From an optimization exercise on the open Yosys and OpenROAD flow, aimed at small area, a short achievable clock period and few clock cycles per item; shortcuts taken in it are not production practice. Only simulation tests tie the RTL to the original design; equivalence was not proved.

==> 02-08 <==
==> flow/design.v <==
module compare_block #(
    parameter SIZE_DATA = 16
)(
    input  logic                   i_load,
    input  logic [4:0]             i_ctl,
    input  logic [4*SIZE_DATA-1:0] i_x,
    input  logic [4*SIZE_DATA-1:0] i_din,
    output logic [4*SIZE_DATA-1:0] o_y
);
    localparam int W = SIZE_DATA;
    localparam int D = $clog2(SIZE_DATA);
    logic [W-1:0] x [4];
    for (genvar i = 0; i < 4; i++) begin : g_x
        assign x[i] = i_x[i*W +: W];
    end
    logic [15:0] b;
    for (genvar i = 0; i < 4; i++) begin : g_ci
        for (genvar j = 0; j < 4; j++) begin : g_cj
            if (i < j) begin : g_c
                logic [W-1:0] lt [D+1];
                logic [W-1:0] gt [D+1];
                assign lt[0] = x[j] & ~x[i];
                assign gt[0] = ~x[j] & x[i];
                for (genvar d = 1; d <= D; d++) begin : g_lv
                    for (genvar m = 0; m < (W >> d); m++) begin : g_nd
                        assign gt[d][m] = gt[d-1][2*m+1] | (~lt[d-1][2*m+1] & gt[d-1][2*m]);
                        assign lt[d][m] = lt[d-1][2*m+1] | (~gt[d-1][2*m+1] & lt[d-1][2*m]);
                    end
                    assign gt[d][W-1:(W >> d)] = '0;
                    assign lt[d][W-1:(W >> d)] = '0;
                end
                assign b[i*4+j] = gt[D][0];
            end else begin : g_n
                assign b[i*4+j] = 1'b0;
            end
        end
    end
    logic [3:0] c [4];
    always_comb begin
        for (int i = 0; i < 4; i++)
            for (int j = 0; j < 4; j++)
                c[i][j] = (i < j) ? b[i*4+j] : (i > j) ? !b[j*4+i] : 1'b0;
    end
    logic [3:0] r1h [4];
    always_comb begin
        for (int i = 0; i < 4; i++) begin
            logic p, q, s;
            p = c[i][(i+1)%4]; q = c[i][(i+2)%4]; s = c[i][(i+3)%4];
            r1h[i][0] = !p & !q & !s;
            r1h[i][1] = (p & !q & !s) | (!p & q & !s) | (!p & !q & s);
            r1h[i][2] = (p & q & !s) | (p & !q & s) | (!p & q & s);
            r1h[i][3] = p & q & s;
        end
    end
    logic s01, s23;
    assign s01 = i_ctl[2] & (b[1] ^ i_ctl[3]);
    assign s23 = i_ctl[2] & (b[11] ^ i_ctl[3]);
    logic [3:0] sel [4];
    logic [3:0] keep;
    assign keep[0] = i_ctl[4] | (i_ctl[2] & !s01);
    assign keep[1] = i_ctl[4] | (i_ctl[2] & !s01);
    assign keep[2] = i_ctl[4] | (i_ctl[2] & !s23);
    assign keep[3] = i_ctl[4] | (i_ctl[2] & !s23);
    always_comb begin
        for (int i = 0; i < 4; i++) begin
            sel[0][i] = (i_ctl[0] & r1h[i][0]) | (i_ctl[1] & r1h[i][3]);
            sel[1][i] = (i_ctl[0] & r1h[i][2]) | (i_ctl[1] & r1h[i][1]);
            sel[2][i] = (i_ctl[0] & r1h[i][1]) | (i_ctl[1] & r1h[i][2]);
            sel[3][i] = (i_ctl[0] & r1h[i][3]) | (i_ctl[1] & r1h[i][0]);
        end
        sel[0][0] = sel[0][0] | keep[0];
        sel[1][1] = sel[1][1] | keep[1];
        sel[2][2] = sel[2][2] | keep[2];
        sel[3][3] = sel[3][3] | keep[3];
        sel[0][1] = sel[0][1] | s01;
        sel[1][0] = sel[1][0] | s01;
        sel[2][3] = sel[2][3] | s23;
        sel[3][2] = sel[3][2] | s23;
    end
    always_comb begin
        for (int k = 0; k < 4; k++) begin
            o_y[k*W +: W] = ({W{i_load}} & i_din[k*W +: W]) |
                            ({W{sel[k][0]}} & x[0]) | ({W{sel[k][1]}} & x[1]) |
                            ({W{sel[k][2]}} & x[2]) | ({W{sel[k][3]}} & x[3]);
        end
    end
endmodule
module insertionSort #(
    parameter NUM_VALS = 32,
    parameter SIZE_DATA = 16
)(
    input  logic                          i_clk,
    input  logic                          i_rst_n,
    input  logic                          i_start,
    input  logic [NUM_VALS*SIZE_DATA-1:0] i_data,
    output logic                          o_done,
    output logic [NUM_VALS*SIZE_DATA-1:0] o_data
);
    localparam int N = 32;
    localparam int W = 16;
    localparam int G = N / 4;
    localparam int STEPS = 9;
    logic             r_busy;
    logic [3:0]      r_cnt;
    logic [N*W-1:0]   r_key;             
    logic [N*W-1:0]   w_perm;            
    logic [N*W-1:0]   w_next;            
    logic [N*W-1:0]   w_din;             
    logic [G*5-1:0]  w_ctl;             
    logic [G*5-1:0]  r_ctl;             
    logic [3:0]      w_step;            
    logic             w_run;             
    assign w_step = r_busy ? r_cnt + 1'b1 : '0;
    assign w_run  = r_busy ? (r_cnt != STEPS-1) : i_start;
    always_ff @(posedge i_clk or negedge i_rst_n) begin
        if (!i_rst_n)
            r_ctl <= '0;
        else
            r_ctl <= w_run ? w_ctl : '0;
    end
    always_comb begin
        w_ctl = '0;
        case (w_step)
            4'd0: w_ctl = 40'h1082110821;
            4'd1: w_ctl = 40'h8421084210;
            4'd2: w_ctl = 40'h1082110821;
            4'd3: w_ctl = 40'h6318c21084;
            4'd4: w_ctl = 40'h1082110821;
            4'd5: w_ctl = 40'h1084208421;
            4'd6: w_ctl = 40'h0842108421;
            4'd7: w_ctl = 40'h0842108421;
            4'd8: w_ctl = 40'h2108421084;
            default: ;
        endcase
    end
    assign w_perm[0*W +: W] = r_key[0*W +: W];
    assign w_perm[1*W +: W] = r_key[16*W +: W];
    assign w_perm[2*W +: W] = r_key[4*W +: W];
    assign w_perm[3*W +: W] = r_key[20*W +: W];
    assign w_perm[4*W +: W] = r_key[1*W +: W];
    assign w_perm[5*W +: W] = r_key[17*W +: W];
    assign w_perm[6*W +: W] = r_key[5*W +: W];
    assign w_perm[7*W +: W] = r_key[21*W +: W];
    assign w_perm[8*W +: W] = r_key[2*W +: W];
    assign w_perm[9*W +: W] = r_key[18*W +: W];
    assign w_perm[10*W +: W] = r_key[6*W +: W];
    assign w_perm[11*W +: W] = r_key[22*W +: W];
    assign w_perm[12*W +: W] = r_key[3*W +: W];
    assign w_perm[13*W +: W] = r_key[19*W +: W];
    assign w_perm[14*W +: W] = r_key[7*W +: W];
    assign w_perm[15*W +: W] = r_key[23*W +: W];
    assign w_perm[16*W +: W] = r_key[8*W +: W];
    assign w_perm[17*W +: W] = r_key[24*W +: W];
    assign w_perm[18*W +: W] = r_key[12*W +: W];
    assign w_perm[19*W +: W] = r_key[28*W +: W];
    assign w_perm[20*W +: W] = r_key[9*W +: W];
    assign w_perm[21*W +: W] = r_key[25*W +: W];
    assign w_perm[22*W +: W] = r_key[13*W +: W];
    assign w_perm[23*W +: W] = r_key[29*W +: W];
    assign w_perm[24*W +: W] = r_key[10*W +: W];
    assign w_perm[25*W +: W] = r_key[26*W +: W];
    assign w_perm[26*W +: W] = r_key[14*W +: W];
    assign w_perm[27*W +: W] = r_key[30*W +: W];
    assign w_perm[28*W +: W] = r_key[11*W +: W];
    assign w_perm[29*W +: W] = r_key[27*W +: W];
    assign w_perm[30*W +: W] = r_key[15*W +: W];
    assign w_perm[31*W +: W] = r_key[31*W +: W];
    for (genvar g = 0; g < G; g++) begin : g_grp
        compare_block #(.SIZE_DATA(W)) u_grp (
            .i_load (~r_busy),
            .i_ctl  (r_ctl[5*g +: 5]),
            .i_x    (w_perm[4*g*W +: 4*W]),
            .i_din  (w_din[4*g*W +: 4*W]),
            .o_y    (w_next[4*g*W +: 4*W])
        );
    end
    assign w_din[0*W +: W] = i_data[0*W +: W];
    assign w_din[4*W +: W] = i_data[1*W +: W];
    assign w_din[16*W +: W] = i_data[2*W +: W];
    assign w_din[20*W +: W] = i_data[3*W +: W];
    assign w_din[2*W +: W] = i_data[4*W +: W];
    assign w_din[6*W +: W] = i_data[5*W +: W];
    assign w_din[18*W +: W] = i_data[6*W +: W];
    assign w_din[22*W +: W] = i_data[7*W +: W];
    assign w_din[1*W +: W] = i_data[8*W +: W];
    assign w_din[5*W +: W] = i_data[9*W +: W];
    assign w_din[17*W +: W] = i_data[10*W +: W];
    assign w_din[21*W +: W] = i_data[11*W +: W];
    assign w_din[3*W +: W] = i_data[12*W +: W];
    assign w_din[7*W +: W] = i_data[13*W +: W];
    assign w_din[19*W +: W] = i_data[14*W +: W];
    assign w_din[23*W +: W] = i_data[15*W +: W];
    assign w_din[8*W +: W] = i_data[16*W +: W];
    assign w_din[12*W +: W] = i_data[17*W +: W];
    assign w_din[24*W +: W] = i_data[18*W +: W];
    assign w_din[28*W +: W] = i_data[19*W +: W];
    assign w_din[10*W +: W] = i_data[20*W +: W];
    assign w_din[14*W +: W] = i_data[21*W +: W];
    assign w_din[26*W +: W] = i_data[22*W +: W];
    assign w_din[30*W +: W] = i_data[23*W +: W];
    assign w_din[9*W +: W] = i_data[24*W +: W];
    assign w_din[13*W +: W] = i_data[25*W +: W];
    assign w_din[25*W +: W] = i_data[26*W +: W];
    assign w_din[29*W +: W] = i_data[27*W +: W];
    assign w_din[11*W +: W] = i_data[28*W +: W];
    assign w_din[15*W +: W] = i_data[29*W +: W];
    assign w_din[27*W +: W] = i_data[30*W +: W];
    assign w_din[31*W +: W] = i_data[31*W +: W];
    always_ff @(posedge i_clk or negedge i_rst_n) begin
        if (!i_rst_n) begin
            r_busy <= 1'b0;
            r_cnt  <= '0;
            o_done <= 1'b0;
        end else begin
            o_done <= r_busy && (r_cnt == STEPS-1);
            if (!r_busy) begin
                r_busy <= i_start;
                r_cnt  <= '0;
            end else begin
                r_cnt <= r_cnt + 1'b1;
                if (r_cnt == STEPS-1)
                    r_busy <= 1'b0;
            end
        end
    end
    always_ff @(posedge i_clk)
        r_key <= w_next;
    assign o_data[0*W +: W] = r_key[0*W +: W];
    assign o_data[1*W +: W] = r_key[1*W +: W];
    assign o_data[16*W +: W] = r_key[2*W +: W];
    assign o_data[17*W +: W] = r_key[3*W +: W];
    assign o_data[4*W +: W] = r_key[4*W +: W];
    assign o_data[5*W +: W] = r_key[5*W +: W];
    assign o_data[20*W +: W] = r_key[6*W +: W];
    assign o_data[21*W +: W] = r_key[7*W +: W];
    assign o_data[2*W +: W] = r_key[8*W +: W];
    assign o_data[3*W +: W] = r_key[9*W +: W];
    assign o_data[18*W +: W] = r_key[10*W +: W];
    assign o_data[19*W +: W] = r_key[11*W +: W];
    assign o_data[6*W +: W] = r_key[12*W +: W];
    assign o_data[7*W +: W] = r_key[13*W +: W];
    assign o_data[22*W +: W] = r_key[14*W +: W];
    assign o_data[23*W +: W] = r_key[15*W +: W];
    assign o_data[8*W +: W] = r_key[16*W +: W];
    assign o_data[9*W +: W] = r_key[17*W +: W];
    assign o_data[24*W +: W] = r_key[18*W +: W];
    assign o_data[25*W +: W] = r_key[19*W +: W];
    assign o_data[12*W +: W] = r_key[20*W +: W];
    assign o_data[13*W +: W] = r_key[21*W +: W];
    assign o_data[28*W +: W] = r_key[22*W +: W];
    assign o_data[29*W +: W] = r_key[23*W +: W];
    assign o_data[10*W +: W] = r_key[24*W +: W];
    assign o_data[11*W +: W] = r_key[25*W +: W];
    assign o_data[26*W +: W] = r_key[26*W +: W];
    assign o_data[27*W +: W] = r_key[27*W +: W];
    assign o_data[14*W +: W] = r_key[28*W +: W];
    assign o_data[15*W +: W] = r_key[29*W +: W];
    assign o_data[30*W +: W] = r_key[30*W +: W];
    assign o_data[31*W +: W] = r_key[31*W +: W];
endmodule
==> flow/flow/run.sh <==
#!/bin/bash
# The standard ORFS layout (the standard.sh, standard synthesis unchanged)
# with two changes: the port buffers the standard flow's flow inserts use a small buffer
# cell instead of the delay buffer buffer_ports picks by default, and repair
# aims for a setup slack margin of MARGIN ns against the 10 ns clock.
# Each tool's output goes to ORFS's own logs under orfs/logs; the make output
# is kept in standard.log.
set -euo pipefail
MARGIN=$(cat flow/margin.txt)
PORTBUF=$(cat flow/portbuf.txt)
bash standard.sh "SETUP_SLACK_MARGIN=${MARGIN}" \
    "BUFFER_PORTS_ARGS=-buffer_cell ${PORTBUF}" finish > standard.log 2>&1
==> flow/flow/margin.txt <==
6.6
==> flow/flow/portbuf.txt <==
sky130_fd_sc_hd__buf_1
==> flow/standard.sh <==
#!/bin/bash
# synth_recipe.tcl (not shown) runs the flow's synth.tcl, then flattens the netlist and writes it again
# the make line also repeats each setting of config.mk as NAME=value (left out here)
make -C /OpenROAD-flow-scripts/flow DESIGN_CONFIG=/design/flow/config.mk WORK_HOME=/design/flow/orfs CLKGATE_MAP_FILE= SYNTH_SCRIPT=/design/flow/synth_recipe.tcl "${@:-finish}"
==> flow/config.mk <==
export PLATFORM = sky130hd
export DESIGN_NAME = insertionSort
export DESIGN_NICKNAME = insertionSort
export VERILOG_FILES = /design/flow/design.v
export SDC_FILE = /design/flow/constraint.sdc
export NUM_CORES = 8
export LEC_CHECK = 0
export ABC_AREA = 1
export CAP_MARGIN = 20
export CORE_AREA = 2 2 358 358
export CTS_CLUSTER_DIAMETER = 120
export CTS_CLUSTER_SIZE = 20
export DIE_AREA = 0 0 360 360
export SLEW_MARGIN = 70
==> flow/constraint.sdc <==
create_clock -name core_clock -period 10.0 [get_ports {i_clk}]
set_input_delay 2.0000 -clock core_clock [delete_from_list [all_inputs] [get_ports {i_clk}]]
set_output_delay 2.0000 -clock core_clock [all_outputs]
set_load 0.01 [all_outputs]
==> 04-02: changes against 02-08 <==
--- a/flow/design.v
+++ b/flow/design.v
@@ -2,7 +2,8 @@
     parameter SIZE_DATA = 16
 )(
     input  logic                   i_load,
-    input  logic [4:0]             i_ctl,
+    input  logic [1:0]             i_kind,
+    input  logic [7:0]             i_rank,
     input  logic [4*SIZE_DATA-1:0] i_x,
     input  logic [4*SIZE_DATA-1:0] i_din,
     output logic [4*SIZE_DATA-1:0] o_y
@@ -52,34 +53,31 @@
             r1h[i][3] = p & q & s;
         end
     end
-    logic s01, s23;
-    assign s01 = i_ctl[2] & (b[1] ^ i_ctl[3]);
-    assign s23 = i_ctl[2] & (b[11] ^ i_ctl[3]);
     logic [3:0] sel [4];
-    logic [3:0] keep;
-    assign keep[0] = i_ctl[4] | (i_ctl[2] & !s01);
-    assign keep[1] = i_ctl[4] | (i_ctl[2] & !s01);
-    assign keep[2] = i_ctl[4] | (i_ctl[2] & !s23);
-    assign keep[3] = i_ctl[4] | (i_ctl[2] & !s23);
-    always_comb begin
-        for (int i = 0; i < 4; i++) begin
-            sel[0][i] = (i_ctl[0] & r1h[i][0]) | (i_ctl[1] & r1h[i][3]);
-            sel[1][i] = (i_ctl[0] & r1h[i][2]) | (i_ctl[1] & r1h[i][1]);
-            sel[2][i] = (i_ctl[0] & r1h[i][1]) | (i_ctl[1] & r1h[i][2]);
-            sel[3][i] = (i_ctl[0] & r1h[i][3]) | (i_ctl[1] & r1h[i][0]);
-        end
-        sel[0][0] = sel[0][0] | keep[0];
-        sel[1][1] = sel[1][1] | keep[1];
-        sel[2][2] = sel[2][2] | keep[2];
-        sel[3][3] = sel[3][3] | keep[3];
-        sel[0][1] = sel[0][1] | s01;
-        sel[1][0] = sel[1][0] | s01;
-        sel[2][3] = sel[2][3] | s23;
-        sel[3][2] = sel[3][2] | s23;
-    end
     always_comb begin
         for (int k = 0; k < 4; k++) begin
-            o_y[k*W +: W] = ({W{i_load}} & i_din[k*W +: W]) |
+            sel[k] = 4'b0;
+            case (i_kind)
+                2'd0: sel[k][k] = 1'b1;
+                2'd1: for (int i = 0; i < 4; i++) sel[k][i] = r1h[i][i_rank[2*k +: 2]];
+                default: ;
+            endcase
+        end
+        if (i_kind == 2'd2) begin
+            sel[0] = (b[1] ^ i_rank[0]) ? 4'b0010 : 4'b0001;
+            sel[1] = (b[1] ^ i_rank[0]) ? 4'b0001 : 4'b0010;
+            sel[2] = (b[11] ^ i_rank[2]) ? 4'b1000 : 4'b0100;
+            sel[3] = (b[11] ^ i_rank[2]) ? 4'b0100 : 4'b1000;
+        end else if (i_kind == 2'd3) begin
+            sel[0] = (b[2] ^ i_rank[0]) ? 4'b0100 : 4'b0001;
+            sel[2] = (b[2] ^ i_rank[0]) ? 4'b0001 : 4'b0100;
+            sel[1] = (b[7] ^ i_rank[2]) ? 4'b1000 : 4'b0010;
+            sel[3] = (b[7] ^ i_rank[2]) ? 4'b0010 : 4'b1000;
+        end
+    end
+    always_comb begin
+        for (int k = 0; k < 4; k++) begin
+            o_y[k*W +: W] = i_load ? i_din[k*W +: W] :
                             ({W{sel[k][0]}} & x[0]) | ({W{sel[k][1]}} & x[1]) |
                             ({W{sel[k][2]}} & x[2]) | ({W{sel[k][3]}} & x[3]);
         end
@@ -106,30 +104,29 @@
     logic [N*W-1:0]   w_perm;            
     logic [N*W-1:0]   w_next;            
     logic [N*W-1:0]   w_din;             
-    logic [G*5-1:0]  w_ctl;             
-    logic [G*5-1:0]  r_ctl;             
+    logic [G*2-1:0]   w_kind;            
+    logic [G*8-1:0]   w_rank;            
+    logic [G*2-1:0]   r_kind;            
+    logic [G*8-1:0]   r_rank;            
     logic [3:0]      w_step;            
-    logic             w_run;             
     assign w_step = r_busy ? r_cnt + 1'b1 : '0;
-    assign w_run  = r_busy ? (r_cnt != STEPS-1) : i_start;
-    always_ff @(posedge i_clk or negedge i_rst_n) begin
-        if (!i_rst_n)
-            r_ctl <= '0;
-        else
-            r_ctl <= w_run ? w_ctl : '0;
-    end
-    always_comb begin
-        w_ctl = '0;
+    always_ff @(posedge i_clk) begin
+        r_kind <= w_kind;
+        r_rank <= w_rank;
+    end
+    always_comb begin
+        w_kind = '0;
+        w_rank = '0;
         case (w_step)
-            4'd0: w_ctl = 40'h1082110821;
-            4'd1: w_ctl = 40'h8421084210;
-            4'd2: w_ctl = 40'h1082110821;
-            4'd3: w_ctl = 40'h6318c21084;
-            4'd4: w_ctl = 40'h1082110821;
-            4'd5: w_ctl = 40'h1084208421;
-            4'd6: w_ctl = 40'h0842108421;
-            4'd7: w_ctl = 40'h0842108421;
-            4'd8: w_ctl = 40'h2108421084;
+            4'd0: begin w_kind = 16'h5555; w_rank = 64'h2727d8d82727d8d8; end
+            4'd1: begin w_kind = 16'h0000; w_rank = 64'he4e4e4e4e4e4e4e4; end
+            4'd2: begin w_kind = 16'h5555; w_rank = 64'h2727d8d82727d8d8; end
+            4'd3: begin w_kind = 16'haaaa; w_rank = 64'h0505050500000000; end
+            4'd4: begin w_kind = 16'h5555; w_rank = 64'h2727d8d82727d8d8; end
+            4'd5: begin w_kind = 16'h5555; w_rank = 64'h27272727d8d8d8d8; end
+            4'd6: begin w_kind = 16'h5555; w_rank = 64'hd8d8d8d8d8d8d8d8; end
+            4'd7: begin w_kind = 16'h5555; w_rank = 64'hd8d8d8d8d8d8d8d8; end
+            4'd8: begin w_kind = 16'haaaa; w_rank = 64'h0000000000000000; end
             default: ;
         endcase
     end
@@ -168,7 +165,8 @@
     for (genvar g = 0; g < G; g++) begin : g_grp
         compare_block #(.SIZE_DATA(W)) u_grp (
             .i_load (~r_busy),
-            .i_ctl  (r_ctl[5*g +: 5]),
+            .i_kind (r_kind[2*g +: 2]),
+            .i_rank (r_rank[8*g +: 8]),
             .i_x    (w_perm[4*g*W +: 4*W]),
             .i_din  (w_din[4*g*W +: 4*W]),
             .o_y    (w_next[4*g*W +: 4*W])
==> flow/flow/run.sh (replaced) <==
#!/bin/bash
# The standard ORFS layout (the standard.sh, standard synthesis unchanged)
# with three changes: the port buffers the standard flow's flow inserts use a small buffer
# cell instead of the delay buffer buffer_ports picks by default; repair aims
# for a setup slack margin of MARGIN ns against the 10 ns clock; and after the
# floorplan the key-array flip-flops get the drive strength in flopcell.txt
# (same cell type, stronger output), before placement.
# ORFS writes each step's log under orfs/logs; the make output goes to
# standard_*.log and the resizing step's output to upsize.log.
set -euo pipefail
MARGIN=$(cat flow/margin.txt)
PORTBUF=$(cat flow/portbuf.txt)
ARGS=("SETUP_SLACK_MARGIN=${MARGIN}" "BUFFER_PORTS_ARGS=-buffer_cell ${PORTBUF}")
bash standard.sh "${ARGS[@]}" floorplan > standard_floorplan.log 2>&1
RES=$(ls -d orfs/results/*/insertionSort/base) FLOPCELL=$(cat flow/flopcell.txt) \
    openroad -no_init -exit flow/upsize.tcl > upsize.log 2>&1
bash standard.sh "${ARGS[@]}" finish > standard_finish.log 2>&1
==> flow/flow/flopcell.txt (new file) <==
sky130_fd_sc_hd__dfxtp_4
==> flow/flow/margin.txt (replaced) <==
6.5
==> flow/flow/upsize.tcl (new file) <==
# Give the key-array flip-flops (r_key*) a stronger drive strength of the same
# flip-flop type, in the floorplan database, before placement.
set res $::env(RES)
read_db $res/2_floorplan.odb
set db [ord::get_db]
set to [$db findMaster $::env(FLOPCELL)]
set n 0
foreach inst [[ord::get_db_block] getInsts] {
  if {[[$inst getMaster] getName] eq "sky130_fd_sc_hd__dfxtp_1" && [string match "r_key*" [$inst getName]]} {
    $inst swapMaster $to
    incr n
  }
}
puts "resized $n flip-flops to $::env(FLOPCELL)"
write_db $res/2_floorplan.odb
Settings changed: CORE_AREA 2 2 358 358 to 2 2 378 378, DIE_AREA 0 0 360 360 to 0 0 380 380, SLEW_MARGIN 70 to 20.
==> comparison table <==
	02-08	04-02
Status	no timing/DRC/antenna violations	no timing/DRC/antenna violations
Per-instance average area after synthesis	5.211 um2	5.272 um2
Fraction of layout instances using a drive strength above 1	12.25%	10.87%
Critical path launch point	r_key[37]$_DFF_P_	r_key[270]$_DFF_P_
Delay of the slowest critical-path stage	0.49 ns	0.58 ns
Synth-to-Final Area Change	17.92%	13.74%
Critical path depth in cells	1	2
Worst-path fanout max	3	6
Netlist area before placement	49890 um2	53900 um2
Share of the core filled with cells	46.79%	43.83%
Arrival time at the worst endpoint	1.44 ns	1.64 ns
Syn_nets	10090	10740
Area share of fa/ha/maj cells after synthesis	0.05016%	0.04643%
Crit Reg-Reg Startpoint	r_key[323]$_DFF_P_	r_key[266]$_DFF_P_
Relative slew slack	65.33%	22.31%
Resize count post-CTS	529	53
Dpl ws	6.456 ns	5.954 ns
Initial standard-cell utilization of the core	39.68%	38.53%
Sequential Area	11960 um2	12730 um2
Core Region	125700 um2	139900 um2
Count of buffers added by post-CTS timing repair for setup	34	8
Testbench counts of 02-08, summed over its fixed seeds: cycles 1,920, sorts 192.
Testbench counts of 04-02, summed over its fixed seeds: cycles 1,920, sorts 192.

-- afterwards: timing with drivers on the ports --
How much do the figures lean on ideal ports? The routed layouts below were timed once more, with nothing changed but the port constraints.
Step 1, drivers: a clkbuf_16 drives i_clk and a buf_2 each remaining input, both assumed.
Step 2 also shifts input and output timing later by t, the mid clock arrival at the registers, as if the neighbouring blocks saw the same clock.
a / b / c = ideal / step 1 / step 2; a / b = the first two.
run | shift t [ns] | setup slack, ns | latest minus earliest clock arrival (ns) | worst slew at a driven data input, ns
02-08 | 0.750 | 6.564 / 6.483 / 6.642 | 0.038 / 0.039 | 0.18
04-02 | 0.779 | 6.361 / 6.265 / 6.505 | 0.043 / 0.042 | 0.22
After both steps every run listed still meets setup and hold.
